This is an optimization exercise on Yosys and OpenROAD, whose aim is small area, a short achievable clock period and few clock cycles per item, not a production implementation.
The RTL of this run was laid out without a check of its function.

File: design/flow/config.mk
export PLATFORM = sky130hd
export DESIGN_NAME = converter
export DESIGN_NICKNAME = converter
export VERILOG_FILES = /design/flow/design.v
export SDC_FILE = /design/flow/constraint.sdc
export NUM_CORES = 4
export LEC_CHECK = 0
export CAP_MARGIN = 20
export CORE_MARGIN = 2
export CORE_UTILIZATION = 40
export PLACE_DENSITY = 0.6
export SETUP_SLACK_MARGIN = 3.5
export SLEW_MARGIN = 20
File: design/flow/run.sh
#!/bin/bash
# synth_recipe.tcl (not shown) runs the flow's synth.tcl, then flattens the netlist and writes it again
# the make line also repeats each setting of config.mk as NAME=value (left out here)
make -C /OpenROAD-flow-scripts/flow DESIGN_CONFIG=/design/flow/config.mk WORK_HOME=/design/flow/orfs CLKGATE_MAP_FILE= SYNTH_SCRIPT=/design/flow/synth_recipe.tcl finish
File: design/flow/constraint.sdc
create_clock -name core_clock -period 10.0 [get_ports {clk}]
set_input_delay 2.0000 -clock core_clock [delete_from_list [all_inputs] [get_ports {clk}]]
set_output_delay 2.0000 -clock core_clock [all_outputs]
set_load 0.01 [all_outputs]
File: design/flow/design.v
module converter (clk, rst, number_in, valid_in, conv_type, select, reverse, number_out, valid_out);
input clk, rst;
input reverse;
input valid_in;
input [31:0] number_in;
input [1:0]  conv_type;
input [2:0]  select;
output [31:0] number_out;
output valid_out;
reg [5:0] set_r;
always @(posedge clk) set_r <= {conv_type, select, reverse};
reg [31:0] factor;
always @* begin
  case (set_r)
    6'b00_000_0: factor = 32'h41cb3333; 6'b00_000_1: factor = 32'h3d214270;
    6'b00_001_0: factor = 32'h40228f5c; 6'b00_001_1: factor = 32'h3ec9930c;
    6'b00_010_0: factor = 32'h3cd013a9; 6'b00_010_1: factor = 32'h421d7afb;
    6'b00_011_0: factor = 32'h3e9c0ebf; 6'b00_011_1: factor = 32'h4051f944;
    6'b00_100_0: factor = 32'h399fcd90; 6'b00_100_1: factor = 32'h454d0d70;
    6'b00_101_0: factor = 32'h3f6a161e; 6'b00_101_1: factor = 32'h3f8bfb83;
    6'b00_110_0: factor = 32'h3a6fb458; 6'b00_110_1: factor = 32'h4488b3a0;
    6'b00_111_0: factor = 32'h3fcdfd8b; 6'b00_111_1: factor = 32'h3f1f1349;
    6'b01_000_0: factor = 32'h46dd7c00; 6'b01_000_1: factor = 32'h3813f27b;
    6'b01_001_0: factor = 32'h41e2cccd; 6'b01_001_1: factor = 32'h3d107acc;
    6'b01_010_0: factor = 32'h43e2cccd; 6'b01_010_1: factor = 32'h3b107ab7;
    6'b01_011_0: factor = 32'h3ee83e42; 6'b01_011_1: factor = 32'h400d17ee;
    6'b01_100_0: factor = 32'h40cb35a8; 6'b01_100_1: factor = 32'h3e214091;
    6'b01_101_0: factor = 32'h424b353f; 6'b01_101_1: factor = 32'h3ca140c2;
    6'b01_110_0: factor = 32'h4462cccd; 6'b01_110_1: factor = 32'h3a907ab7;
    6'b01_111_0: factor = 32'h3f683e42; 6'b01_111_1: factor = 32'h3f8d17ee;
    6'b10_000_0: factor = 32'h41831893; 6'b10_000_1: factor = 32'h3d79f341;
    6'b10_001_0: factor = 32'h3ce7ff58; 6'b10_001_1: factor = 32'h420d3e31;
    6'b10_010_0: factor = 32'h41ec978d; 6'b10_010_1: factor = 32'h3d0a7f80;
    6'b10_011_0: factor = 32'h3cf2452c; 6'b10_011_1: factor = 32'h42074102;
    6'b10_100_0: factor = 32'h43ec999a; 6'b10_100_1: factor = 32'h3b0a7eca;
    6'b10_101_0: factor = 32'h3ef24745; 6'b10_101_1: factor = 32'h40073fd5;
    6'b10_110_0: factor = 32'h407243fe; 6'b10_110_1: factor = 32'h3e8741a8;
    6'b10_111_0: factor = 32'h3b781479; 6'b10_111_1: factor = 32'h43841621;
    default: factor = set_r[0] ? 32'h3fe66666 : 32'h3f0e38e4;  
  endcase
end
wire temp = set_r[5:4] == 2'b11;
wire fc2  = temp & ~set_r[0];    
wire c2f  = temp &  set_r[0];    
reg  [31:0] t_r;
wire [31:0] a = fc2 ? t_r : number_in;        
wire [47:0] ra, rb;
sigmul u_mul (.x({1'b1, a[22:0]}), .c({1'b1, factor[22:0]}), .ra(ra), .rb(rb));
wire [24:0] lo = {1'b0, ra[23:0]} + {1'b0, rb[23:0]};
reg [23:0] m_ra, m_rb;
reg        m_c, m_s;
reg [7:0]  m_e;
reg        v1, v2;
always @(posedge clk) begin
  v1   <= valid_in & ~rst;
  v2   <= v1 & ~rst;
  m_ra <= ra[47:24];
  m_rb <= rb[47:24];
  m_c  <= lo[24];
  m_s  <= a[31];
  m_e  <= a[30:23] + factor[30:23] - 8'd127;
end
wire [23:0] P = m_ra + m_rb + {23'd0, m_c};
wire [31:0] mul_y = {m_s, m_e + {7'd0, P[23]}, P[23] ? P[22:0] : {P[21:0], 1'b0}};
wire [31:0] add_y;
fp_add_sub u_add (.a(c2f ? mul_y : number_in), .sb(~c2f), .y(add_y));
always @(posedge clk) t_r <= add_y;
assign number_out = c2f ? t_r : mul_y;
assign valid_out  = temp ? v2 : v1;
endmodule   
module sigmul(x, c, ra, rb);
input  [23:0] x;
input  [23:0] c;
output [47:0] ra, rb;
wire [26:0] cc = {2'b00, c, 1'b0};
wire [11:0] neg, one, two;
assign neg[0] = cc[2] & ~(cc[1] & cc[0]);
assign one[0] = cc[1] ^ cc[0];
assign two[0] = (cc[2] & ~cc[1] & ~cc[0]) | (~cc[2] & cc[1] & cc[0]);
wire [24:0] pp0 = ({25{one[0]}} & {1'b0, x}) ^ ({25{two[0]}} & {x, 1'b0}) ^ {25{neg[0]}};
assign neg[1] = cc[4] & ~(cc[3] & cc[2]);
assign one[1] = cc[3] ^ cc[2];
assign two[1] = (cc[4] & ~cc[3] & ~cc[2]) | (~cc[4] & cc[3] & cc[2]);
wire [24:0] pp1 = ({25{one[1]}} & {1'b0, x}) ^ ({25{two[1]}} & {x, 1'b0}) ^ {25{neg[1]}};
assign neg[2] = cc[6] & ~(cc[5] & cc[4]);
assign one[2] = cc[5] ^ cc[4];
assign two[2] = (cc[6] & ~cc[5] & ~cc[4]) | (~cc[6] & cc[5] & cc[4]);
wire [24:0] pp2 = ({25{one[2]}} & {1'b0, x}) ^ ({25{two[2]}} & {x, 1'b0}) ^ {25{neg[2]}};
assign neg[3] = cc[8] & ~(cc[7] & cc[6]);
assign one[3] = cc[7] ^ cc[6];
assign two[3] = (cc[8] & ~cc[7] & ~cc[6]) | (~cc[8] & cc[7] & cc[6]);
wire [24:0] pp3 = ({25{one[3]}} & {1'b0, x}) ^ ({25{two[3]}} & {x, 1'b0}) ^ {25{neg[3]}};
assign neg[4] = cc[10] & ~(cc[9] & cc[8]);
assign one[4] = cc[9] ^ cc[8];
assign two[4] = (cc[10] & ~cc[9] & ~cc[8]) | (~cc[10] & cc[9] & cc[8]);
wire [24:0] pp4 = ({25{one[4]}} & {1'b0, x}) ^ ({25{two[4]}} & {x, 1'b0}) ^ {25{neg[4]}};
assign neg[5] = cc[12] & ~(cc[11] & cc[10]);
assign one[5] = cc[11] ^ cc[10];
assign two[5] = (cc[12] & ~cc[11] & ~cc[10]) | (~cc[12] & cc[11] & cc[10]);
wire [24:0] pp5 = ({25{one[5]}} & {1'b0, x}) ^ ({25{two[5]}} & {x, 1'b0}) ^ {25{neg[5]}};
assign neg[6] = cc[14] & ~(cc[13] & cc[12]);
assign one[6] = cc[13] ^ cc[12];
assign two[6] = (cc[14] & ~cc[13] & ~cc[12]) | (~cc[14] & cc[13] & cc[12]);
wire [24:0] pp6 = ({25{one[6]}} & {1'b0, x}) ^ ({25{two[6]}} & {x, 1'b0}) ^ {25{neg[6]}};
assign neg[7] = cc[16] & ~(cc[15] & cc[14]);
assign one[7] = cc[15] ^ cc[14];
assign two[7] = (cc[16] & ~cc[15] & ~cc[14]) | (~cc[16] & cc[15] & cc[14]);
wire [24:0] pp7 = ({25{one[7]}} & {1'b0, x}) ^ ({25{two[7]}} & {x, 1'b0}) ^ {25{neg[7]}};
assign neg[8] = cc[18] & ~(cc[17] & cc[16]);
assign one[8] = cc[17] ^ cc[16];
assign two[8] = (cc[18] & ~cc[17] & ~cc[16]) | (~cc[18] & cc[17] & cc[16]);
wire [24:0] pp8 = ({25{one[8]}} & {1'b0, x}) ^ ({25{two[8]}} & {x, 1'b0}) ^ {25{neg[8]}};
assign neg[9] = cc[20] & ~(cc[19] & cc[18]);
assign one[9] = cc[19] ^ cc[18];
assign two[9] = (cc[20] & ~cc[19] & ~cc[18]) | (~cc[20] & cc[19] & cc[18]);
wire [24:0] pp9 = ({25{one[9]}} & {1'b0, x}) ^ ({25{two[9]}} & {x, 1'b0}) ^ {25{neg[9]}};
assign neg[10] = cc[22] & ~(cc[21] & cc[20]);
assign one[10] = cc[21] ^ cc[20];
assign two[10] = (cc[22] & ~cc[21] & ~cc[20]) | (~cc[22] & cc[21] & cc[20]);
wire [24:0] pp10 = ({25{one[10]}} & {1'b0, x}) ^ ({25{two[10]}} & {x, 1'b0}) ^ {25{neg[10]}};
assign neg[11] = cc[24] & ~(cc[23] & cc[22]);
assign one[11] = cc[23] ^ cc[22];
assign two[11] = (cc[24] & ~cc[23] & ~cc[22]) | (~cc[24] & cc[23] & cc[22]);
wire [24:0] pp11 = ({25{one[11]}} & {1'b0, x}) ^ ({25{two[11]}} & {x, 1'b0}) ^ {25{neg[11]}};
wire s1 = ~neg[0] ^ pp1[23];
wire c2 = ~neg[0] & pp1[23];
wire s3 = pp1[24] ^ pp2[22];
wire c4 = pp1[24] & pp2[22];
wire s5 = pp0[16] ^ pp1[14];
wire c6 = pp0[16] & pp1[14];
wire s7 = pp0[17] ^ pp1[15];
wire c8 = pp0[17] & pp1[15];
wire s9 = pp0[18] ^ pp1[16] ^ pp2[14];
wire c10 = (pp0[18] & pp1[16]) | (pp0[18] & pp2[14]) | (pp1[16] & pp2[14]);
wire s11 = pp3[12] ^ pp4[10];
wire c12 = pp3[12] & pp4[10];
wire s13 = pp0[19] ^ pp1[17] ^ pp2[15];
wire c14 = (pp0[19] & pp1[17]) | (pp0[19] & pp2[15]) | (pp1[17] & pp2[15]);
wire s15 = pp3[13] ^ pp4[11];
wire c16 = pp3[13] & pp4[11];
wire s17 = pp0[20] ^ pp1[18] ^ pp2[16];
wire c18 = (pp0[20] & pp1[18]) | (pp0[20] & pp2[16]) | (pp1[18] & pp2[16]);
wire s19 = pp3[14] ^ pp4[12] ^ pp5[10];
wire c20 = (pp3[14] & pp4[12]) | (pp3[14] & pp5[10]) | (pp4[12] & pp5[10]);
wire s21 = pp6[8] ^ pp7[6];
wire c22 = pp6[8] & pp7[6];
wire s23 = pp0[21] ^ pp1[19] ^ pp2[17];
wire c24 = (pp0[21] & pp1[19]) | (pp0[21] & pp2[17]) | (pp1[19] & pp2[17]);
wire s25 = pp3[15] ^ pp4[13] ^ pp5[11];
wire c26 = (pp3[15] & pp4[13]) | (pp3[15] & pp5[11]) | (pp4[13] & pp5[11]);
wire s27 = pp6[9] ^ pp7[7];
wire c28 = pp6[9] & pp7[7];
wire s29 = pp0[22] ^ pp1[20] ^ pp2[18];
wire c30 = (pp0[22] & pp1[20]) | (pp0[22] & pp2[18]) | (pp1[20] & pp2[18]);
wire s31 = pp3[16] ^ pp4[14] ^ pp5[12];
wire c32 = (pp3[16] & pp4[14]) | (pp3[16] & pp5[12]) | (pp4[14] & pp5[12]);
wire s33 = pp6[10] ^ pp7[8] ^ pp8[6];
wire c34 = (pp6[10] & pp7[8]) | (pp6[10] & pp8[6]) | (pp7[8] & pp8[6]);
wire s35 = pp9[4] ^ pp10[2];
wire c36 = pp9[4] & pp10[2];
wire s37 = pp0[23] ^ pp1[21] ^ pp2[19];
wire c38 = (pp0[23] & pp1[21]) | (pp0[23] & pp2[19]) | (pp1[21] & pp2[19]);
wire s39 = pp3[17] ^ pp4[15] ^ pp5[13];
wire c40 = (pp3[17] & pp4[15]) | (pp3[17] & pp5[13]) | (pp4[15] & pp5[13]);
wire s41 = pp6[11] ^ pp7[9] ^ pp8[7];
wire c42 = (pp6[11] & pp7[9]) | (pp6[11] & pp8[7]) | (pp7[9] & pp8[7]);
wire s43 = pp9[5] ^ pp10[3];
wire c44 = pp9[5] & pp10[3];
wire s45 = pp0[24] ^ pp1[22] ^ pp2[20];
wire c46 = (pp0[24] & pp1[22]) | (pp0[24] & pp2[20]) | (pp1[22] & pp2[20]);
wire s47 = pp3[18] ^ pp4[16] ^ pp5[14];
wire c48 = (pp3[18] & pp4[16]) | (pp3[18] & pp5[14]) | (pp4[16] & pp5[14]);
wire s49 = pp6[12] ^ pp7[10] ^ pp8[8];
wire c50 = (pp6[12] & pp7[10]) | (pp6[12] & pp8[8]) | (pp7[10] & pp8[8]);
wire s51 = pp9[6] ^ pp10[4] ^ pp11[2];
wire c52 = (pp9[6] & pp10[4]) | (pp9[6] & pp11[2]) | (pp10[4] & pp11[2]);
wire s53 = pp2[21] ^ pp3[19] ^ pp4[17];
wire c54 = (pp2[21] & pp3[19]) | (pp2[21] & pp4[17]) | (pp3[19] & pp4[17]);
wire s55 = pp5[15] ^ pp6[13] ^ pp7[11];
wire c56 = (pp5[15] & pp6[13]) | (pp5[15] & pp7[11]) | (pp6[13] & pp7[11]);
wire s57 = pp8[9] ^ pp9[7] ^ pp10[5];
wire c58 = (pp8[9] & pp9[7]) | (pp8[9] & pp10[5]) | (pp9[7] & pp10[5]);
wire s59 = pp11[3] ^ x[1] ^ 1'b1;
wire c60 = (pp11[3] & x[1]) | (pp11[3] & 1'b1) | (x[1] & 1'b1);
wire s61 = pp3[20] ^ pp4[18] ^ pp5[16];
wire c62 = (pp3[20] & pp4[18]) | (pp3[20] & pp5[16]) | (pp4[18] & pp5[16]);
wire s63 = pp6[14] ^ pp7[12] ^ pp8[10];
wire c64 = (pp6[14] & pp7[12]) | (pp6[14] & pp8[10]) | (pp7[12] & pp8[10]);
wire s65 = pp9[8] ^ pp10[6] ^ pp11[4];
wire c66 = (pp9[8] & pp10[6]) | (pp9[8] & pp11[4]) | (pp10[6] & pp11[4]);
wire s67 = x[2] ^ 1'b1 ^ c2;
wire c68 = (x[2] & 1'b1) | (x[2] & c2) | (1'b1 & c2);
wire s69 = ~neg[1] ^ pp2[23] ^ pp3[21];
wire c70 = (~neg[1] & pp2[23]) | (~neg[1] & pp3[21]) | (pp2[23] & pp3[21]);
wire s71 = pp4[19] ^ pp5[17] ^ pp6[15];
wire c72 = (pp4[19] & pp5[17]) | (pp4[19] & pp6[15]) | (pp5[17] & pp6[15]);
wire s73 = pp7[13] ^ pp8[11] ^ pp9[9];
wire c74 = (pp7[13] & pp8[11]) | (pp7[13] & pp9[9]) | (pp8[11] & pp9[9]);
wire s75 = pp10[7] ^ pp11[5] ^ x[3];
wire c76 = (pp10[7] & pp11[5]) | (pp10[7] & x[3]) | (pp11[5] & x[3]);
wire s77 = pp2[24] ^ pp3[22] ^ pp4[20];
wire c78 = (pp2[24] & pp3[22]) | (pp2[24] & pp4[20]) | (pp3[22] & pp4[20]);
wire s79 = pp5[18] ^ pp6[16] ^ pp7[14];
wire c80 = (pp5[18] & pp6[16]) | (pp5[18] & pp7[14]) | (pp6[16] & pp7[14]);
wire s81 = pp8[12] ^ pp9[10] ^ pp10[8];
wire c82 = (pp8[12] & pp9[10]) | (pp8[12] & pp10[8]) | (pp9[10] & pp10[8]);
wire s83 = pp11[6] ^ x[4];
wire c84 = pp11[6] & x[4];
wire s85 = ~neg[2] ^ pp3[23] ^ pp4[21];
wire c86 = (~neg[2] & pp3[23]) | (~neg[2] & pp4[21]) | (pp3[23] & pp4[21]);
wire s87 = pp5[19] ^ pp6[17] ^ pp7[15];
wire c88 = (pp5[19] & pp6[17]) | (pp5[19] & pp7[15]) | (pp6[17] & pp7[15]);
wire s89 = pp8[13] ^ pp9[11] ^ pp10[9];
wire c90 = (pp8[13] & pp9[11]) | (pp8[13] & pp10[9]) | (pp9[11] & pp10[9]);
wire s91 = pp3[24] ^ pp4[22] ^ pp5[20];
wire c92 = (pp3[24] & pp4[22]) | (pp3[24] & pp5[20]) | (pp4[22] & pp5[20]);
wire s93 = pp6[18] ^ pp7[16] ^ pp8[14];
wire c94 = (pp6[18] & pp7[16]) | (pp6[18] & pp8[14]) | (pp7[16] & pp8[14]);
wire s95 = pp9[12] ^ pp10[10];
wire c96 = pp9[12] & pp10[10];
wire s97 = ~neg[3] ^ pp4[23] ^ pp5[21];
wire c98 = (~neg[3] & pp4[23]) | (~neg[3] & pp5[21]) | (pp4[23] & pp5[21]);
wire s99 = pp6[19] ^ pp7[17] ^ pp8[15];
wire c100 = (pp6[19] & pp7[17]) | (pp6[19] & pp8[15]) | (pp7[17] & pp8[15]);
wire s101 = pp4[24] ^ pp5[22] ^ pp6[20];
wire c102 = (pp4[24] & pp5[22]) | (pp4[24] & pp6[20]) | (pp5[22] & pp6[20]);
wire s103 = pp7[18] ^ pp8[16];
wire c104 = pp7[18] & pp8[16];
wire s105 = ~neg[4] ^ pp5[23] ^ pp6[21];
wire c106 = (~neg[4] & pp5[23]) | (~neg[4] & pp6[21]) | (pp5[23] & pp6[21]);
wire s107 = pp5[24] ^ pp6[22];
wire c108 = pp5[24] & pp6[22];
wire s109 = pp0[10] ^ pp1[8];
wire c110 = pp0[10] & pp1[8];
wire s111 = pp0[11] ^ pp1[9];
wire c112 = pp0[11] & pp1[9];
wire s113 = pp0[12] ^ pp1[10] ^ pp2[8];
wire c114 = (pp0[12] & pp1[10]) | (pp0[12] & pp2[8]) | (pp1[10] & pp2[8]);
wire s115 = pp3[6] ^ pp4[4];
wire c116 = pp3[6] & pp4[4];
wire s117 = pp0[13] ^ pp1[11] ^ pp2[9];
wire c118 = (pp0[13] & pp1[11]) | (pp0[13] & pp2[9]) | (pp1[11] & pp2[9]);
wire s119 = pp3[7] ^ pp4[5];
wire c120 = pp3[7] & pp4[5];
wire s121 = pp0[14] ^ pp1[12] ^ pp2[10];
wire c122 = (pp0[14] & pp1[12]) | (pp0[14] & pp2[10]) | (pp1[12] & pp2[10]);
wire s123 = pp3[8] ^ pp4[6] ^ pp5[4];
wire c124 = (pp3[8] & pp4[6]) | (pp3[8] & pp5[4]) | (pp4[6] & pp5[4]);
wire s125 = pp6[2] ^ pp7[0];
wire c126 = pp6[2] & pp7[0];
wire s127 = pp0[15] ^ pp1[13] ^ pp2[11];
wire c128 = (pp0[15] & pp1[13]) | (pp0[15] & pp2[11]) | (pp1[13] & pp2[11]);
wire s129 = pp3[9] ^ pp4[7] ^ pp5[5];
wire c130 = (pp3[9] & pp4[7]) | (pp3[9] & pp5[5]) | (pp4[7] & pp5[5]);
wire s131 = pp6[3] ^ pp7[1];
wire c132 = pp6[3] & pp7[1];
wire s133 = pp2[12] ^ pp3[10] ^ pp4[8];
wire c134 = (pp2[12] & pp3[10]) | (pp2[12] & pp4[8]) | (pp3[10] & pp4[8]);
wire s135 = pp5[6] ^ pp6[4] ^ pp7[2];
wire c136 = (pp5[6] & pp6[4]) | (pp5[6] & pp7[2]) | (pp6[4] & pp7[2]);
wire s137 = pp8[0] ^ neg[8] ^ s5;
wire c138 = (pp8[0] & neg[8]) | (pp8[0] & s5) | (neg[8] & s5);
wire s139 = pp2[13] ^ pp3[11] ^ pp4[9];
wire c140 = (pp2[13] & pp3[11]) | (pp2[13] & pp4[9]) | (pp3[11] & pp4[9]);
wire s141 = pp5[7] ^ pp6[5] ^ pp7[3];
wire c142 = (pp5[7] & pp6[5]) | (pp5[7] & pp7[3]) | (pp6[5] & pp7[3]);
wire s143 = pp8[1] ^ c6 ^ s7;
wire c144 = (pp8[1] & c6) | (pp8[1] & s7) | (c6 & s7);
wire s145 = pp5[8] ^ pp6[6] ^ pp7[4];
wire c146 = (pp5[8] & pp6[6]) | (pp5[8] & pp7[4]) | (pp6[6] & pp7[4]);
wire s147 = pp8[2] ^ pp9[0] ^ neg[9];
wire c148 = (pp8[2] & pp9[0]) | (pp8[2] & neg[9]) | (pp9[0] & neg[9]);
wire s149 = c8 ^ s9 ^ s11;
wire c150 = (c8 & s9) | (c8 & s11) | (s9 & s11);
wire s151 = pp5[9] ^ pp6[7] ^ pp7[5];
wire c152 = (pp5[9] & pp6[7]) | (pp5[9] & pp7[5]) | (pp6[7] & pp7[5]);
wire s153 = pp8[3] ^ pp9[1] ^ c10;
wire c154 = (pp8[3] & pp9[1]) | (pp8[3] & c10) | (pp9[1] & c10);
wire s155 = c12 ^ s13 ^ s15;
wire c156 = (c12 & s13) | (c12 & s15) | (s13 & s15);
wire s157 = pp8[4] ^ pp9[2] ^ pp10[0];
wire c158 = (pp8[4] & pp9[2]) | (pp8[4] & pp10[0]) | (pp9[2] & pp10[0]);
wire s159 = neg[10] ^ c14 ^ c16;
wire c160 = (neg[10] & c14) | (neg[10] & c16) | (c14 & c16);
wire s161 = s17 ^ s19 ^ s21;
wire c162 = (s17 & s19) | (s17 & s21) | (s19 & s21);
wire s163 = pp8[5] ^ pp9[3] ^ pp10[1];
wire c164 = (pp8[5] & pp9[3]) | (pp8[5] & pp10[1]) | (pp9[3] & pp10[1]);
wire s165 = c18 ^ c20 ^ c22;
wire c166 = (c18 & c20) | (c18 & c22) | (c20 & c22);
wire s167 = s23 ^ s25 ^ s27;
wire c168 = (s23 & s25) | (s23 & s27) | (s25 & s27);
wire s169 = pp11[0] ^ neg[11] ^ c24;
wire c170 = (pp11[0] & neg[11]) | (pp11[0] & c24) | (neg[11] & c24);
wire s171 = c26 ^ c28 ^ s29;
wire c172 = (c26 & c28) | (c26 & s29) | (c28 & s29);
wire s173 = s31 ^ s33 ^ s35;
wire c174 = (s31 & s33) | (s31 & s35) | (s33 & s35);
wire s175 = pp11[1] ^ c30 ^ c32;
wire c176 = (pp11[1] & c30) | (pp11[1] & c32) | (c30 & c32);
wire s177 = c34 ^ c36 ^ s37;
wire c178 = (c34 & c36) | (c34 & s37) | (c36 & s37);
wire s179 = s39 ^ s41 ^ s43;
wire c180 = (s39 & s41) | (s39 & s43) | (s41 & s43);
wire s181 = x[0] ^ c38 ^ c40;
wire c182 = (x[0] & c38) | (x[0] & c40) | (c38 & c40);
wire s183 = c42 ^ c44 ^ s45;
wire c184 = (c42 & c44) | (c42 & s45) | (c44 & s45);
wire s185 = s47 ^ s49 ^ s51;
wire c186 = (s47 & s49) | (s47 & s51) | (s49 & s51);
wire s187 = s1 ^ c46 ^ c48;
wire c188 = (s1 & c46) | (s1 & c48) | (c46 & c48);
wire s189 = c50 ^ c52 ^ s53;
wire c190 = (c50 & c52) | (c50 & s53) | (c52 & s53);
wire s191 = s55 ^ s57 ^ s59;
wire c192 = (s55 & s57) | (s55 & s59) | (s57 & s59);
wire s193 = s3 ^ c54 ^ c56;
wire c194 = (s3 & c54) | (s3 & c56) | (c54 & c56);
wire s195 = c58 ^ c60 ^ s61;
wire c196 = (c58 & c60) | (c58 & s61) | (c60 & s61);
wire s197 = s63 ^ s65 ^ s67;
wire c198 = (s63 & s65) | (s63 & s67) | (s65 & s67);
wire s199 = c4 ^ c62 ^ c64;
wire c200 = (c4 & c62) | (c4 & c64) | (c62 & c64);
wire s201 = c66 ^ c68 ^ s69;
wire c202 = (c66 & c68) | (c66 & s69) | (c68 & s69);
wire s203 = s71 ^ s73 ^ s75;
wire c204 = (s71 & s73) | (s71 & s75) | (s73 & s75);
wire s205 = 1'b1 ^ c70 ^ c72;
wire c206 = (1'b1 & c70) | (1'b1 & c72) | (c70 & c72);
wire s207 = c74 ^ c76 ^ s77;
wire c208 = (c74 & c76) | (c74 & s77) | (c76 & s77);
wire s209 = s79 ^ s81 ^ s83;
wire c210 = (s79 & s81) | (s79 & s83) | (s81 & s83);
wire s211 = pp11[7] ^ x[5] ^ c78;
wire c212 = (pp11[7] & x[5]) | (pp11[7] & c78) | (x[5] & c78);
wire s213 = c80 ^ c82 ^ c84;
wire c214 = (c80 & c82) | (c80 & c84) | (c82 & c84);
wire s215 = s85 ^ s87 ^ s89;
wire c216 = (s85 & s87) | (s85 & s89) | (s87 & s89);
wire s217 = pp11[8] ^ x[6] ^ 1'b1;
wire c218 = (pp11[8] & x[6]) | (pp11[8] & 1'b1) | (x[6] & 1'b1);
wire s219 = c86 ^ c88 ^ c90;
wire c220 = (c86 & c88) | (c86 & c90) | (c88 & c90);
wire s221 = s91 ^ s93 ^ s95;
wire c222 = (s91 & s93) | (s91 & s95) | (s93 & s95);
wire s223 = pp9[13] ^ pp10[11] ^ pp11[9];
wire c224 = (pp9[13] & pp10[11]) | (pp9[13] & pp11[9]) | (pp10[11] & pp11[9]);
wire s225 = x[7] ^ c92 ^ c94;
wire c226 = (x[7] & c92) | (x[7] & c94) | (c92 & c94);
wire s227 = c96 ^ s97 ^ s99;
wire c228 = (c96 & s97) | (c96 & s99) | (s97 & s99);
wire s229 = pp9[14] ^ pp10[12] ^ pp11[10];
wire c230 = (pp9[14] & pp10[12]) | (pp9[14] & pp11[10]) | (pp10[12] & pp11[10]);
wire s231 = x[8] ^ 1'b1 ^ c98;
wire c232 = (x[8] & 1'b1) | (x[8] & c98) | (1'b1 & c98);
wire s233 = c100 ^ s101 ^ s103;
wire c234 = (c100 & s101) | (c100 & s103) | (s101 & s103);
wire s235 = pp7[19] ^ pp8[17] ^ pp9[15];
wire c236 = (pp7[19] & pp8[17]) | (pp7[19] & pp9[15]) | (pp8[17] & pp9[15]);
wire s237 = pp10[13] ^ pp11[11] ^ x[9];
wire c238 = (pp10[13] & pp11[11]) | (pp10[13] & x[9]) | (pp11[11] & x[9]);
wire s239 = c102 ^ c104 ^ s105;
wire c240 = (c102 & c104) | (c102 & s105) | (c104 & s105);
wire s241 = pp7[20] ^ pp8[18] ^ pp9[16];
wire c242 = (pp7[20] & pp8[18]) | (pp7[20] & pp9[16]) | (pp8[18] & pp9[16]);
wire s243 = pp10[14] ^ pp11[12] ^ x[10];
wire c244 = (pp10[14] & pp11[12]) | (pp10[14] & x[10]) | (pp11[12] & x[10]);
wire s245 = 1'b1 ^ c106 ^ s107;
wire c246 = (1'b1 & c106) | (1'b1 & s107) | (c106 & s107);
wire s247 = ~neg[5] ^ pp6[23] ^ pp7[21];
wire c248 = (~neg[5] & pp6[23]) | (~neg[5] & pp7[21]) | (pp6[23] & pp7[21]);
wire s249 = pp8[19] ^ pp9[17] ^ pp10[15];
wire c250 = (pp8[19] & pp9[17]) | (pp8[19] & pp10[15]) | (pp9[17] & pp10[15]);
wire s251 = pp11[13] ^ x[11] ^ c108;
wire c252 = (pp11[13] & x[11]) | (pp11[13] & c108) | (x[11] & c108);
wire s253 = pp6[24] ^ pp7[22] ^ pp8[20];
wire c254 = (pp6[24] & pp7[22]) | (pp6[24] & pp8[20]) | (pp7[22] & pp8[20]);
wire s255 = pp9[18] ^ pp10[16] ^ pp11[14];
wire c256 = (pp9[18] & pp10[16]) | (pp9[18] & pp11[14]) | (pp10[16] & pp11[14]);
wire s257 = x[12] ^ 1'b1;
wire c258 = x[12] & 1'b1;
wire s259 = ~neg[6] ^ pp7[23] ^ pp8[21];
wire c260 = (~neg[6] & pp7[23]) | (~neg[6] & pp8[21]) | (pp7[23] & pp8[21]);
wire s261 = pp9[19] ^ pp10[17] ^ pp11[15];
wire c262 = (pp9[19] & pp10[17]) | (pp9[19] & pp11[15]) | (pp10[17] & pp11[15]);
wire s263 = pp7[24] ^ pp8[22] ^ pp9[20];
wire c264 = (pp7[24] & pp8[22]) | (pp7[24] & pp9[20]) | (pp8[22] & pp9[20]);
wire s265 = pp10[18] ^ pp11[16];
wire c266 = pp10[18] & pp11[16];
wire s267 = ~neg[7] ^ pp8[23] ^ pp9[21];
wire c268 = (~neg[7] & pp8[23]) | (~neg[7] & pp9[21]) | (pp8[23] & pp9[21]);
wire s269 = pp8[24] ^ pp9[22];
wire c270 = pp8[24] & pp9[22];
wire s271 = pp0[6] ^ pp1[4];
wire c272 = pp0[6] & pp1[4];
wire s273 = pp0[7] ^ pp1[5];
wire c274 = pp0[7] & pp1[5];
wire s275 = pp0[8] ^ pp1[6] ^ pp2[4];
wire c276 = (pp0[8] & pp1[6]) | (pp0[8] & pp2[4]) | (pp1[6] & pp2[4]);
wire s277 = pp3[2] ^ pp4[0];
wire c278 = pp3[2] & pp4[0];
wire s279 = pp0[9] ^ pp1[7] ^ pp2[5];
wire c280 = (pp0[9] & pp1[7]) | (pp0[9] & pp2[5]) | (pp1[7] & pp2[5]);
wire s281 = pp3[3] ^ pp4[1];
wire c282 = pp3[3] & pp4[1];
wire s283 = pp2[6] ^ pp3[4] ^ pp4[2];
wire c284 = (pp2[6] & pp3[4]) | (pp2[6] & pp4[2]) | (pp3[4] & pp4[2]);
wire s285 = pp5[0] ^ neg[5] ^ s109;
wire c286 = (pp5[0] & neg[5]) | (pp5[0] & s109) | (neg[5] & s109);
wire s287 = pp2[7] ^ pp3[5] ^ pp4[3];
wire c288 = (pp2[7] & pp3[5]) | (pp2[7] & pp4[3]) | (pp3[5] & pp4[3]);
wire s289 = pp5[1] ^ c110 ^ s111;
wire c290 = (pp5[1] & c110) | (pp5[1] & s111) | (c110 & s111);
wire s291 = pp5[2] ^ pp6[0] ^ neg[6];
wire c292 = (pp5[2] & pp6[0]) | (pp5[2] & neg[6]) | (pp6[0] & neg[6]);
wire s293 = c112 ^ s113 ^ s115;
wire c294 = (c112 & s113) | (c112 & s115) | (s113 & s115);
wire s295 = pp5[3] ^ pp6[1] ^ c114;
wire c296 = (pp5[3] & pp6[1]) | (pp5[3] & c114) | (pp6[1] & c114);
wire s297 = c116 ^ s117 ^ s119;
wire c298 = (c116 & s117) | (c116 & s119) | (s117 & s119);
wire s299 = neg[7] ^ c118 ^ c120;
wire c300 = (neg[7] & c118) | (neg[7] & c120) | (c118 & c120);
wire s301 = s121 ^ s123 ^ s125;
wire c302 = (s121 & s123) | (s121 & s125) | (s123 & s125);
wire s303 = c122 ^ c124 ^ c126;
wire c304 = (c122 & c124) | (c122 & c126) | (c124 & c126);
wire s305 = s127 ^ s129 ^ s131;
wire c306 = (s127 & s129) | (s127 & s131) | (s129 & s131);
wire s307 = c128 ^ c130 ^ c132;
wire c308 = (c128 & c130) | (c128 & c132) | (c130 & c132);
wire s309 = s133 ^ s135 ^ s137;
wire c310 = (s133 & s135) | (s133 & s137) | (s135 & s137);
wire s311 = c134 ^ c136 ^ c138;
wire c312 = (c134 & c136) | (c134 & c138) | (c136 & c138);
wire s313 = s139 ^ s141 ^ s143;
wire c314 = (s139 & s141) | (s139 & s143) | (s141 & s143);
wire s315 = c140 ^ c142 ^ c144;
wire c316 = (c140 & c142) | (c140 & c144) | (c142 & c144);
wire s317 = s145 ^ s147 ^ s149;
wire c318 = (s145 & s147) | (s145 & s149) | (s147 & s149);
wire s319 = c146 ^ c148 ^ c150;
wire c320 = (c146 & c148) | (c146 & c150) | (c148 & c150);
wire s321 = s151 ^ s153 ^ s155;
wire c322 = (s151 & s153) | (s151 & s155) | (s153 & s155);
wire s323 = c152 ^ c154 ^ c156;
wire c324 = (c152 & c154) | (c152 & c156) | (c154 & c156);
wire s325 = s157 ^ s159 ^ s161;
wire c326 = (s157 & s159) | (s157 & s161) | (s159 & s161);
wire s327 = c158 ^ c160 ^ c162;
wire c328 = (c158 & c160) | (c158 & c162) | (c160 & c162);
wire s329 = s163 ^ s165 ^ s167;
wire c330 = (s163 & s165) | (s163 & s167) | (s165 & s167);
wire s331 = c164 ^ c166 ^ c168;
wire c332 = (c164 & c166) | (c164 & c168) | (c166 & c168);
wire s333 = s169 ^ s171 ^ s173;
wire c334 = (s169 & s171) | (s169 & s173) | (s171 & s173);
wire s335 = c170 ^ c172 ^ c174;
wire c336 = (c170 & c172) | (c170 & c174) | (c172 & c174);
wire s337 = s175 ^ s177 ^ s179;
wire c338 = (s175 & s177) | (s175 & s179) | (s177 & s179);
wire s339 = c176 ^ c178 ^ c180;
wire c340 = (c176 & c178) | (c176 & c180) | (c178 & c180);
wire s341 = s181 ^ s183 ^ s185;
wire c342 = (s181 & s183) | (s181 & s185) | (s183 & s185);
wire s343 = c182 ^ c184 ^ c186;
wire c344 = (c182 & c184) | (c182 & c186) | (c184 & c186);
wire s345 = s187 ^ s189 ^ s191;
wire c346 = (s187 & s189) | (s187 & s191) | (s189 & s191);
wire s347 = c188 ^ c190 ^ c192;
wire c348 = (c188 & c190) | (c188 & c192) | (c190 & c192);
wire s349 = s193 ^ s195 ^ s197;
wire c350 = (s193 & s195) | (s193 & s197) | (s195 & s197);
wire s351 = c194 ^ c196 ^ c198;
wire c352 = (c194 & c196) | (c194 & c198) | (c196 & c198);
wire s353 = s199 ^ s201 ^ s203;
wire c354 = (s199 & s201) | (s199 & s203) | (s201 & s203);
wire s355 = c200 ^ c202 ^ c204;
wire c356 = (c200 & c202) | (c200 & c204) | (c202 & c204);
wire s357 = s205 ^ s207 ^ s209;
wire c358 = (s205 & s207) | (s205 & s209) | (s207 & s209);
wire s359 = c206 ^ c208 ^ c210;
wire c360 = (c206 & c208) | (c206 & c210) | (c208 & c210);
wire s361 = s211 ^ s213 ^ s215;
wire c362 = (s211 & s213) | (s211 & s215) | (s213 & s215);
wire s363 = c212 ^ c214 ^ c216;
wire c364 = (c212 & c214) | (c212 & c216) | (c214 & c216);
wire s365 = s217 ^ s219 ^ s221;
wire c366 = (s217 & s219) | (s217 & s221) | (s219 & s221);
wire s367 = c218 ^ c220 ^ c222;
wire c368 = (c218 & c220) | (c218 & c222) | (c220 & c222);
wire s369 = s223 ^ s225 ^ s227;
wire c370 = (s223 & s225) | (s223 & s227) | (s225 & s227);
wire s371 = c224 ^ c226 ^ c228;
wire c372 = (c224 & c226) | (c224 & c228) | (c226 & c228);
wire s373 = s229 ^ s231 ^ s233;
wire c374 = (s229 & s231) | (s229 & s233) | (s231 & s233);
wire s375 = c230 ^ c232 ^ c234;
wire c376 = (c230 & c232) | (c230 & c234) | (c232 & c234);
wire s377 = s235 ^ s237 ^ s239;
wire c378 = (s235 & s237) | (s235 & s239) | (s237 & s239);
wire s379 = c236 ^ c238 ^ c240;
wire c380 = (c236 & c238) | (c236 & c240) | (c238 & c240);
wire s381 = s241 ^ s243 ^ s245;
wire c382 = (s241 & s243) | (s241 & s245) | (s243 & s245);
wire s383 = c242 ^ c244 ^ c246;
wire c384 = (c242 & c244) | (c242 & c246) | (c244 & c246);
wire s385 = s247 ^ s249 ^ s251;
wire c386 = (s247 & s249) | (s247 & s251) | (s249 & s251);
wire s387 = c248 ^ c250 ^ c252;
wire c388 = (c248 & c250) | (c248 & c252) | (c250 & c252);
wire s389 = s253 ^ s255 ^ s257;
wire c390 = (s253 & s255) | (s253 & s257) | (s255 & s257);
wire s391 = x[13] ^ c254 ^ c256;
wire c392 = (x[13] & c254) | (x[13] & c256) | (c254 & c256);
wire s393 = c258 ^ s259 ^ s261;
wire c394 = (c258 & s259) | (c258 & s261) | (s259 & s261);
wire s395 = x[14] ^ 1'b1 ^ c260;
wire c396 = (x[14] & 1'b1) | (x[14] & c260) | (1'b1 & c260);
wire s397 = c262 ^ s263 ^ s265;
wire c398 = (c262 & s263) | (c262 & s265) | (s263 & s265);
wire s399 = pp10[19] ^ pp11[17] ^ x[15];
wire c400 = (pp10[19] & pp11[17]) | (pp10[19] & x[15]) | (pp11[17] & x[15]);
wire s401 = c264 ^ c266 ^ s267;
wire c402 = (c264 & c266) | (c264 & s267) | (c266 & s267);
wire s403 = pp10[20] ^ pp11[18] ^ x[16];
wire c404 = (pp10[20] & pp11[18]) | (pp10[20] & x[16]) | (pp11[18] & x[16]);
wire s405 = 1'b1 ^ c268 ^ s269;
wire c406 = (1'b1 & c268) | (1'b1 & s269) | (c268 & s269);
wire s407 = ~neg[8] ^ pp9[23] ^ pp10[21];
wire c408 = (~neg[8] & pp9[23]) | (~neg[8] & pp10[21]) | (pp9[23] & pp10[21]);
wire s409 = pp11[19] ^ x[17] ^ c270;
wire c410 = (pp11[19] & x[17]) | (pp11[19] & c270) | (x[17] & c270);
wire s411 = pp9[24] ^ pp10[22] ^ pp11[20];
wire c412 = (pp9[24] & pp10[22]) | (pp9[24] & pp11[20]) | (pp10[22] & pp11[20]);
wire s413 = x[18] ^ 1'b1;
wire c414 = x[18] & 1'b1;
wire s415 = ~neg[9] ^ pp10[23] ^ pp11[21];
wire c416 = (~neg[9] & pp10[23]) | (~neg[9] & pp11[21]) | (pp10[23] & pp11[21]);
wire s417 = pp10[24] ^ pp11[22];
wire c418 = pp10[24] & pp11[22];
wire s419 = pp0[4] ^ pp1[2];
wire c420 = pp0[4] & pp1[2];
wire s421 = pp0[5] ^ pp1[3];
wire c422 = pp0[5] & pp1[3];
wire s423 = pp2[2] ^ pp3[0] ^ neg[3];
wire c424 = (pp2[2] & pp3[0]) | (pp2[2] & neg[3]) | (pp3[0] & neg[3]);
wire s425 = pp2[3] ^ pp3[1] ^ c272;
wire c426 = (pp2[3] & pp3[1]) | (pp2[3] & c272) | (pp3[1] & c272);
wire s427 = neg[4] ^ c274 ^ s275;
wire c428 = (neg[4] & c274) | (neg[4] & s275) | (c274 & s275);
wire s429 = c276 ^ c278 ^ s279;
wire c430 = (c276 & c278) | (c276 & s279) | (c278 & s279);
wire s431 = c280 ^ c282 ^ s283;
wire c432 = (c280 & c282) | (c280 & s283) | (c282 & s283);
wire s433 = c284 ^ c286 ^ s287;
wire c434 = (c284 & c286) | (c284 & s287) | (c286 & s287);
wire s435 = c288 ^ c290 ^ s291;
wire c436 = (c288 & c290) | (c288 & s291) | (c290 & s291);
wire s437 = c292 ^ c294 ^ s295;
wire c438 = (c292 & c294) | (c292 & s295) | (c294 & s295);
wire s439 = c296 ^ c298 ^ s299;
wire c440 = (c296 & c298) | (c296 & s299) | (c298 & s299);
wire s441 = c300 ^ c302 ^ s303;
wire c442 = (c300 & c302) | (c300 & s303) | (c302 & s303);
wire s443 = c304 ^ c306 ^ s307;
wire c444 = (c304 & c306) | (c304 & s307) | (c306 & s307);
wire s445 = c308 ^ c310 ^ s311;
wire c446 = (c308 & c310) | (c308 & s311) | (c310 & s311);
wire s447 = c312 ^ c314 ^ s315;
wire c448 = (c312 & c314) | (c312 & s315) | (c314 & s315);
wire s449 = c316 ^ c318 ^ s319;
wire c450 = (c316 & c318) | (c316 & s319) | (c318 & s319);
wire s451 = c320 ^ c322 ^ s323;
wire c452 = (c320 & c322) | (c320 & s323) | (c322 & s323);
wire s453 = c324 ^ c326 ^ s327;
wire c454 = (c324 & c326) | (c324 & s327) | (c326 & s327);
wire s455 = c328 ^ c330 ^ s331;
wire c456 = (c328 & c330) | (c328 & s331) | (c330 & s331);
wire s457 = c332 ^ c334 ^ s335;
wire c458 = (c332 & c334) | (c332 & s335) | (c334 & s335);
wire s459 = c336 ^ c338 ^ s339;
wire c460 = (c336 & c338) | (c336 & s339) | (c338 & s339);
wire s461 = c340 ^ c342 ^ s343;
wire c462 = (c340 & c342) | (c340 & s343) | (c342 & s343);
wire s463 = c344 ^ c346 ^ s347;
wire c464 = (c344 & c346) | (c344 & s347) | (c346 & s347);
wire s465 = c348 ^ c350 ^ s351;
wire c466 = (c348 & c350) | (c348 & s351) | (c350 & s351);
wire s467 = c352 ^ c354 ^ s355;
wire c468 = (c352 & c354) | (c352 & s355) | (c354 & s355);
wire s469 = c356 ^ c358 ^ s359;
wire c470 = (c356 & c358) | (c356 & s359) | (c358 & s359);
wire s471 = c360 ^ c362 ^ s363;
wire c472 = (c360 & c362) | (c360 & s363) | (c362 & s363);
wire s473 = c364 ^ c366 ^ s367;
wire c474 = (c364 & c366) | (c364 & s367) | (c366 & s367);
wire s475 = c368 ^ c370 ^ s371;
wire c476 = (c368 & c370) | (c368 & s371) | (c370 & s371);
wire s477 = c372 ^ c374 ^ s375;
wire c478 = (c372 & c374) | (c372 & s375) | (c374 & s375);
wire s479 = c376 ^ c378 ^ s379;
wire c480 = (c376 & c378) | (c376 & s379) | (c378 & s379);
wire s481 = c380 ^ c382 ^ s383;
wire c482 = (c380 & c382) | (c380 & s383) | (c382 & s383);
wire s483 = c384 ^ c386 ^ s387;
wire c484 = (c384 & c386) | (c384 & s387) | (c386 & s387);
wire s485 = c388 ^ c390 ^ s391;
wire c486 = (c388 & c390) | (c388 & s391) | (c390 & s391);
wire s487 = c392 ^ c394 ^ s395;
wire c488 = (c392 & c394) | (c392 & s395) | (c394 & s395);
wire s489 = c396 ^ c398 ^ s399;
wire c490 = (c396 & c398) | (c396 & s399) | (c398 & s399);
wire s491 = c400 ^ c402 ^ s403;
wire c492 = (c400 & c402) | (c400 & s403) | (c402 & s403);
wire s493 = c404 ^ c406 ^ s407;
wire c494 = (c404 & c406) | (c404 & s407) | (c406 & s407);
wire s495 = c408 ^ c410 ^ s411;
wire c496 = (c408 & c410) | (c408 & s411) | (c410 & s411);
wire s497 = x[19] ^ c412 ^ c414;
wire c498 = (x[19] & c412) | (x[19] & c414) | (c412 & c414);
wire s499 = x[20] ^ 1'b1 ^ c416;
wire c500 = (x[20] & 1'b1) | (x[20] & c416) | (1'b1 & c416);
wire s501 = ~neg[10] ^ pp11[23] ^ x[21];
wire c502 = (~neg[10] & pp11[23]) | (~neg[10] & x[21]) | (pp11[23] & x[21]);
wire s503 = pp11[24] ^ x[22];
wire c504 = pp11[24] & x[22];
wire s505 = pp0[2] ^ pp1[0];
wire c506 = pp0[2] & pp1[0];
wire s507 = pp0[3] ^ pp1[1];
wire c508 = pp0[3] & pp1[1];
wire s509 = pp2[0] ^ neg[2] ^ s419;
wire c510 = (pp2[0] & neg[2]) | (pp2[0] & s419) | (neg[2] & s419);
wire s511 = pp2[1] ^ c420 ^ s421;
wire c512 = (pp2[1] & c420) | (pp2[1] & s421) | (c420 & s421);
wire s513 = s271 ^ c422 ^ s423;
wire c514 = (s271 & c422) | (s271 & s423) | (c422 & s423);
wire s515 = s273 ^ c424 ^ s425;
wire c516 = (s273 & c424) | (s273 & s425) | (c424 & s425);
wire s517 = s277 ^ c426 ^ s427;
wire c518 = (s277 & c426) | (s277 & s427) | (c426 & s427);
wire s519 = s281 ^ c428 ^ s429;
wire c520 = (s281 & c428) | (s281 & s429) | (c428 & s429);
wire s521 = s285 ^ c430 ^ s431;
wire c522 = (s285 & c430) | (s285 & s431) | (c430 & s431);
wire s523 = s289 ^ c432 ^ s433;
wire c524 = (s289 & c432) | (s289 & s433) | (c432 & s433);
wire s525 = s293 ^ c434 ^ s435;
wire c526 = (s293 & c434) | (s293 & s435) | (c434 & s435);
wire s527 = s297 ^ c436 ^ s437;
wire c528 = (s297 & c436) | (s297 & s437) | (c436 & s437);
wire s529 = s301 ^ c438 ^ s439;
wire c530 = (s301 & c438) | (s301 & s439) | (c438 & s439);
wire s531 = s305 ^ c440 ^ s441;
wire c532 = (s305 & c440) | (s305 & s441) | (c440 & s441);
wire s533 = s309 ^ c442 ^ s443;
wire c534 = (s309 & c442) | (s309 & s443) | (c442 & s443);
wire s535 = s313 ^ c444 ^ s445;
wire c536 = (s313 & c444) | (s313 & s445) | (c444 & s445);
wire s537 = s317 ^ c446 ^ s447;
wire c538 = (s317 & c446) | (s317 & s447) | (c446 & s447);
wire s539 = s321 ^ c448 ^ s449;
wire c540 = (s321 & c448) | (s321 & s449) | (c448 & s449);
wire s541 = s325 ^ c450 ^ s451;
wire c542 = (s325 & c450) | (s325 & s451) | (c450 & s451);
wire s543 = s329 ^ c452 ^ s453;
wire c544 = (s329 & c452) | (s329 & s453) | (c452 & s453);
wire s545 = s333 ^ c454 ^ s455;
wire c546 = (s333 & c454) | (s333 & s455) | (c454 & s455);
wire s547 = s337 ^ c456 ^ s457;
wire c548 = (s337 & c456) | (s337 & s457) | (c456 & s457);
wire s549 = s341 ^ c458 ^ s459;
wire c550 = (s341 & c458) | (s341 & s459) | (c458 & s459);
wire s551 = s345 ^ c460 ^ s461;
wire c552 = (s345 & c460) | (s345 & s461) | (c460 & s461);
wire s553 = s349 ^ c462 ^ s463;
wire c554 = (s349 & c462) | (s349 & s463) | (c462 & s463);
wire s555 = s353 ^ c464 ^ s465;
wire c556 = (s353 & c464) | (s353 & s465) | (c464 & s465);
wire s557 = s357 ^ c466 ^ s467;
wire c558 = (s357 & c466) | (s357 & s467) | (c466 & s467);
wire s559 = s361 ^ c468 ^ s469;
wire c560 = (s361 & c468) | (s361 & s469) | (c468 & s469);
wire s561 = s365 ^ c470 ^ s471;
wire c562 = (s365 & c470) | (s365 & s471) | (c470 & s471);
wire s563 = s369 ^ c472 ^ s473;
wire c564 = (s369 & c472) | (s369 & s473) | (c472 & s473);
wire s565 = s373 ^ c474 ^ s475;
wire c566 = (s373 & c474) | (s373 & s475) | (c474 & s475);
wire s567 = s377 ^ c476 ^ s477;
wire c568 = (s377 & c476) | (s377 & s477) | (c476 & s477);
wire s569 = s381 ^ c478 ^ s479;
wire c570 = (s381 & c478) | (s381 & s479) | (c478 & s479);
wire s571 = s385 ^ c480 ^ s481;
wire c572 = (s385 & c480) | (s385 & s481) | (c480 & s481);
wire s573 = s389 ^ c482 ^ s483;
wire c574 = (s389 & c482) | (s389 & s483) | (c482 & s483);
wire s575 = s393 ^ c484 ^ s485;
wire c576 = (s393 & c484) | (s393 & s485) | (c484 & s485);
wire s577 = s397 ^ c486 ^ s487;
wire c578 = (s397 & c486) | (s397 & s487) | (c486 & s487);
wire s579 = s401 ^ c488 ^ s489;
wire c580 = (s401 & c488) | (s401 & s489) | (c488 & s489);
wire s581 = s405 ^ c490 ^ s491;
wire c582 = (s405 & c490) | (s405 & s491) | (c490 & s491);
wire s583 = s409 ^ c492 ^ s493;
wire c584 = (s409 & c492) | (s409 & s493) | (c492 & s493);
wire s585 = s413 ^ c494 ^ s495;
wire c586 = (s413 & c494) | (s413 & s495) | (c494 & s495);
wire s587 = s415 ^ c496 ^ s497;
wire c588 = (s415 & c496) | (s415 & s497) | (c496 & s497);
wire s589 = s417 ^ c498 ^ s499;
wire c590 = (s417 & c498) | (s417 & s499) | (c498 & s499);
wire s591 = c418 ^ c500 ^ s501;
wire c592 = (c418 & c500) | (c418 & s501) | (c500 & s501);
wire s593 = 1'b1 ^ c502 ^ s503;
wire c594 = (1'b1 & c502) | (1'b1 & s503) | (c502 & s503);
wire s595 = ~neg[11] ^ x[23] ^ c504;
wire c596 = (~neg[11] & x[23]) | (~neg[11] & c504) | (x[23] & c504);
assign ra = {c594, c592, c590, c588, c586, c584, c582, c580, c578, c576, c574, c572, c570, c568, c566, c564, c562, c560, c558, c556, c554, c552, c550, c548, c546, c544, c542, c540, c538, c536, c534, c532, c530, c528, c526, c524, c522, c520, c518, c516, c514, c512, c510, c508, c506, neg[1], pp0[1], pp0[0]};
assign rb = {s595, s593, s591, s589, s587, s585, s583, s581, s579, s577, s575, s573, s571, s569, s567, s565, s563, s561, s559, s557, s555, s553, s551, s549, s547, s545, s543, s541, s539, s537, s535, s533, s531, s529, s527, s525, s523, s521, s519, s517, s515, s513, s511, s509, s507, s505, 1'b0, neg[0]};
endmodule
module fp_add_sub(a, sb, y);
input  [31:0] a;
input         sb;
output [31:0] y;
wire        sa = a[31];
wire [7:0]  fe = a[30:23];
wire [22:0] fr = a[22:0];
wire [23:0] ma = {1'b1, fr};
wire        sub = sa ^ sb;
wire        big   = fe >= 8'd132;                
wire [7:0]  db    = fe - 8'd132;                 
wire [7:0]  ds    = 8'd132 - fe;                 
wire        ds1   = ds == 8'd1;
wire        eq    = fe == 8'd132;
wire [23:0] oh = (db > 8'd23) ? 24'd0 : (24'h800000 >> db[4:0]);     
wire [23:0] t  = (ds > 8'd23) ? 24'd0 : (ma >> ds[4:0]);             
wire [24:0] X  = big ? {1'b0, ma} : 25'd0;
wire [24:0] Z  = big ? (sub ? {1'b1, ~oh} : {1'b0, oh}) : (sub ? {1'b1, ~t} : {1'b0, t});
wire [24:0] T  = X + Z + {24'd0, sub};
reg  [7:0]  f_far;
reg  [22:0] m_far;
always @* begin
  if (big) begin
    if (T[24] & ~sub)       begin f_far = fe + 8'd1; m_far = T[23:1];          end
    else if (~T[23])        begin f_far = fe - 8'd1; m_far = {T[21:0], 1'b0}; end
    else                    begin f_far = fe;        m_far = T[22:0];          end
  end else begin
    if (~sub)               begin f_far = 8'd132;    m_far = T[22:0];          end
    else if (t == 24'd0)    begin f_far = 8'd132;    m_far = 23'd0;            end
    else                    begin f_far = 8'd131;    m_far = {T[21:0], 1'b0}; end
  end
end
wire [22:0] N = eq ? fr : (23'h400000 - {1'b0, fr[22:1]});
reg  [4:0]  lz;
integer i;
always @* begin
  lz = 5'd23;
  for (i = 0; i < 23; i = i + 1)
    if (N[i]) lz = 5'd22 - i[4:0];
end
wire        nzero = (N == 23'd0);
wire [22:0] m_near = (N << lz) << 1;             
wire [7:0]  f_near = nzero ? 8'd1 : (8'd131 - {3'd0, lz});
wire        near = sub & (eq | ds1);
wire        s = (sub & ~big) ? sb : sa;
assign y = near ? {s, f_near, m_near} : {s, f_far, m_far};
endmodule
==> impl_metrics.csv <==
group,metric,value,unit
run_status,run_status,"timing/DRC/antenna clean",
yosys,ys_types,122,
grt,busiest_layer,"met2",
sta,post-route-period-util,0.815,
placement,dpl.hpwl,88.4,mm
sta,setup_viol,0,
critical_path,path_delay_family,"compound AO/OA/AOI/OAI gates",
yosys,yosysWarnings,2,
critical_path,required,10.31,ns
sta,fmax,123,MHz
drt,antenna_left,0,
layout,nFillCells,6976,
flow_run,max_cap_viol_count,0,
cts,cts_buffers,9,
drt,drt_wl_total,129,mm
yosys,synth_top_cell_area_share,0.167,
critical_path,critPathLaunch,"m_ra[0]",
cts,path_clk_slew,0.09,ns
sta,worst_pin_slew,1.10,ns
critical_path,rr_worst_depth,42,
die,die_y,278,um
layout,syn_to_final_growth,25.0,%
grt,grt_pass1_vias,29100,
placement,dp_slack,0.728,ns
drt,drtIter0Drc,4258,
grt,track_usage,0.310,
cts,cts_sinks,98,
cts,cts_root_buf,"clkbuf_16",
drt,vias_per_cell,6.08,
sta,fin_ws,1.85,ns
critical_path,cp.arrival,8.46,ns
sta,slew_viol_final,0,
drt,wl_per_cell,24.3,um
die,fp.dieArea,77500,um^2
drt,route.detailed.drc,0,
layout,finalNetCount,4793,
layout,design_area,37600,um^2
sta,final_hold_viol_count,0,
die,io-pin-count,74,
layout,mostFrequentLayoutCells,"nand2_1, nor2_1, xnor2_1",
sta,hold_ws,0.471,ns
yosys,async_reset_ff_frac,0,
min_path,min_to,"v2",
cts,ctsHoldBuffers,0,
sta,maxSlewHeadroom,0.263,
yosys,synth.area.top_cells,"fa_1, xnor2_1, dfxtp_1",
grt,use_met1,0.435,
yosys,synth_nets,4541,
cts,htree_levels,3,
yosys,netlist_area,30100,um^2
die,start_util,0.404,
drt,firstDrtPassIters,6,
layout,final_common_cell,"nand2_1",
min_path,hold_path.class,"reg -> reg",
cts,cts_tree,"yes",
critical_path,cp-start-kind,"flip-flop",
cts,cts_max_path_buffers,2,
min_path,whs_path_depth,1,
placement,globalplace.congestion,0.986,
critical_path,rrSetupSlack,1.85,ns
critical_path,slowest_stage,"fa_2",
die,die_x,278,um
grt,grtUsageMet2,0.476,
drt,vias,32400,
critical_path,cp-end-kind,"flip-flop",
layout,drive_gt1_frac,0.223,
sta,setup-tns-final,0,ns
grt,antenna_found_initial,5,
yosys,syn_inst,4094,
critical_path,cp_max_fo,7,
grt,use_met3,0.0524,
yosys,synth_edf_count,0,
yosys,seq_area_frac_synth,0.0652,
critical_path,r2r-end,"t_r[5]",
die,coreArea,74400,um^2
grt,grt_pass1_wl,185,mm
yosys,ys_seq_elements,98,
critical_path,regToRegStartpoint,"m_ra[0]",
min_path,min-delay-start,"v1",
critical_path,crit_buf_inv,6,
placement,post_dp_cell_area,32200,um^2
sta,grt_setup_unrepaired,"true",
yosys,avgSynthCellArea,7.35,um^2
grt,gr-total-overflow,0,
placement,io_buffer_count,73,
critical_path,setup.worst_path.class,"reg -> reg",
cts,clock_latency,0.39,ns
yosys,synth_flop_cell,"dfxtp_1",
sta,finClkSkew,0.0198,ns
die,core.rowCount,100,
critical_path,max_stage_delay,0.41,ns
grt,grt_max_degree,82,
yosys,synth_top_cell_by_area,"fa_1",
sta,fin_crit,8.15,ns
==> layer usage <==
metal | up-vias | wire length (um)
li1 | 14200 | -
met4 | 0 | 6810
met5 | - | 0
met1 | 15500 | 52900
met3 | 416 | 14800
met2 | 2215 | 54700
==> layout make-up <==
| type | instances | area [um^2] | share of cell area |
|---|---|---|---|
| diodes | 2 | 5.00 | 0.000133 |
| clock inverters | 6 | 55.1 | 0.00146 |
| repair buffers | 525 | 5010 | 0.133 |
| repair inverters | 1 | 5.00 | 0.000133 |
| inverters | 374 | 1510 | 0.0400 |
| well taps | 969 | 1210 | 0.0322 |
| flip-flops and latches | 98 | 1980 | 0.0527 |
| multi-input cells | 3337 | 27600 | 0.734 |
| clock buffers | 10 | 229 | 0.00609 |
==> cells in the mapped netlist, types with 37 or more instances <==
master,n
mux2i_1,50
o21ai_0,223
nor2_1,490
nand3_1,76
inv_1,366
ha_1,155
nor3_1,58
clkbuf_1,195
xnor2_1,468
a21oi_1,209
mux2_2,37
buf_1,55
o22ai_1,41
xor2_1,153
fa_1,251
dfxtp_1,98
nand2_1,516
==> logic make-up (layout without fill, tap and decap cells) <==
| group | after synthesis | in the layout | share of synthesized area |
|---|---|---|---|
| simple gates | 1319 | 1320 | 0.193 |
| compound gates | 880 | 880 | 0.198 |
| buf+inv | 661 | 916 | 0.0857 |
| xor+xnor | 621 | 622 | 0.181 |
| fa+ha+maj | 406 | 406 | 0.231 |
| mux | 109 | 109 | 0.0464 |
| flops | 98 | 98 | 0.0652 |
| other cells | 0 | 2 | 0 |
==> sequential cells by signal, indices dropped and copies added (netlist names) <==
name	flops
v2	1
v1	1
t_r	32
set_r	6
m_c	1
m_rb	24
m_e	8
m_ra	24
m_s	1
==> through the flow <==
step / util / cells
3_3_place_gp: 0.432 / 4978
2_1_floorplan: - / 4094
3_5_place_dp: 0.432 / 4978
5_1_grt: 0.505 / 5320
6_report: 0.505 / 5322
4_1_cts: 0.457 / 5114
==> worst max path at each step <==
stage | endpoint | depth (start not counted)
after CTS | t_r[28] | 40
after detailed placement | t_r[5] | 40
after global placement | t_r[4] | 40
final | t_r[5] | 42
after global routing | t_r[22] | 40
after floorplan | t_r[18] | 44
==> timing repair <==
action,4_1_cts,5_1_grt
buffers inserted,117,189
resized for setup,148,459
setup endpoints to repair,52,49
pin swaps,50,156
gates cloned,3,17

-- separate check: timing with driven ports --
The flow's constraints put no driver on any port. The routed layout listed below was extracted and timed again, unchanged, in two steps.
Step 1: set_driving_cell puts a clkbuf_16 on clk and a buf_2 on each other input, an assumption about the parent block.
Step 2 also shifts input and output timing later by t, the mid clock arrival at the registers, as if the neighbouring blocks saw the same clock.
Three values: no drivers, after step 1, after step 2; two values: the first two.
t, ns: 0.441
setup WS [ns]: 1.853 / 1.853 / 1.644
hold slack, ns: 0.471 / 0.471 / 0.471
latest minus earliest clock arrival (ns): 0.020 / 0.020
After both steps setup and hold are still met in this run. For this run, drivers alone change the setup slack by 0.000 ns; drivers and shift together by -0.209 ns.
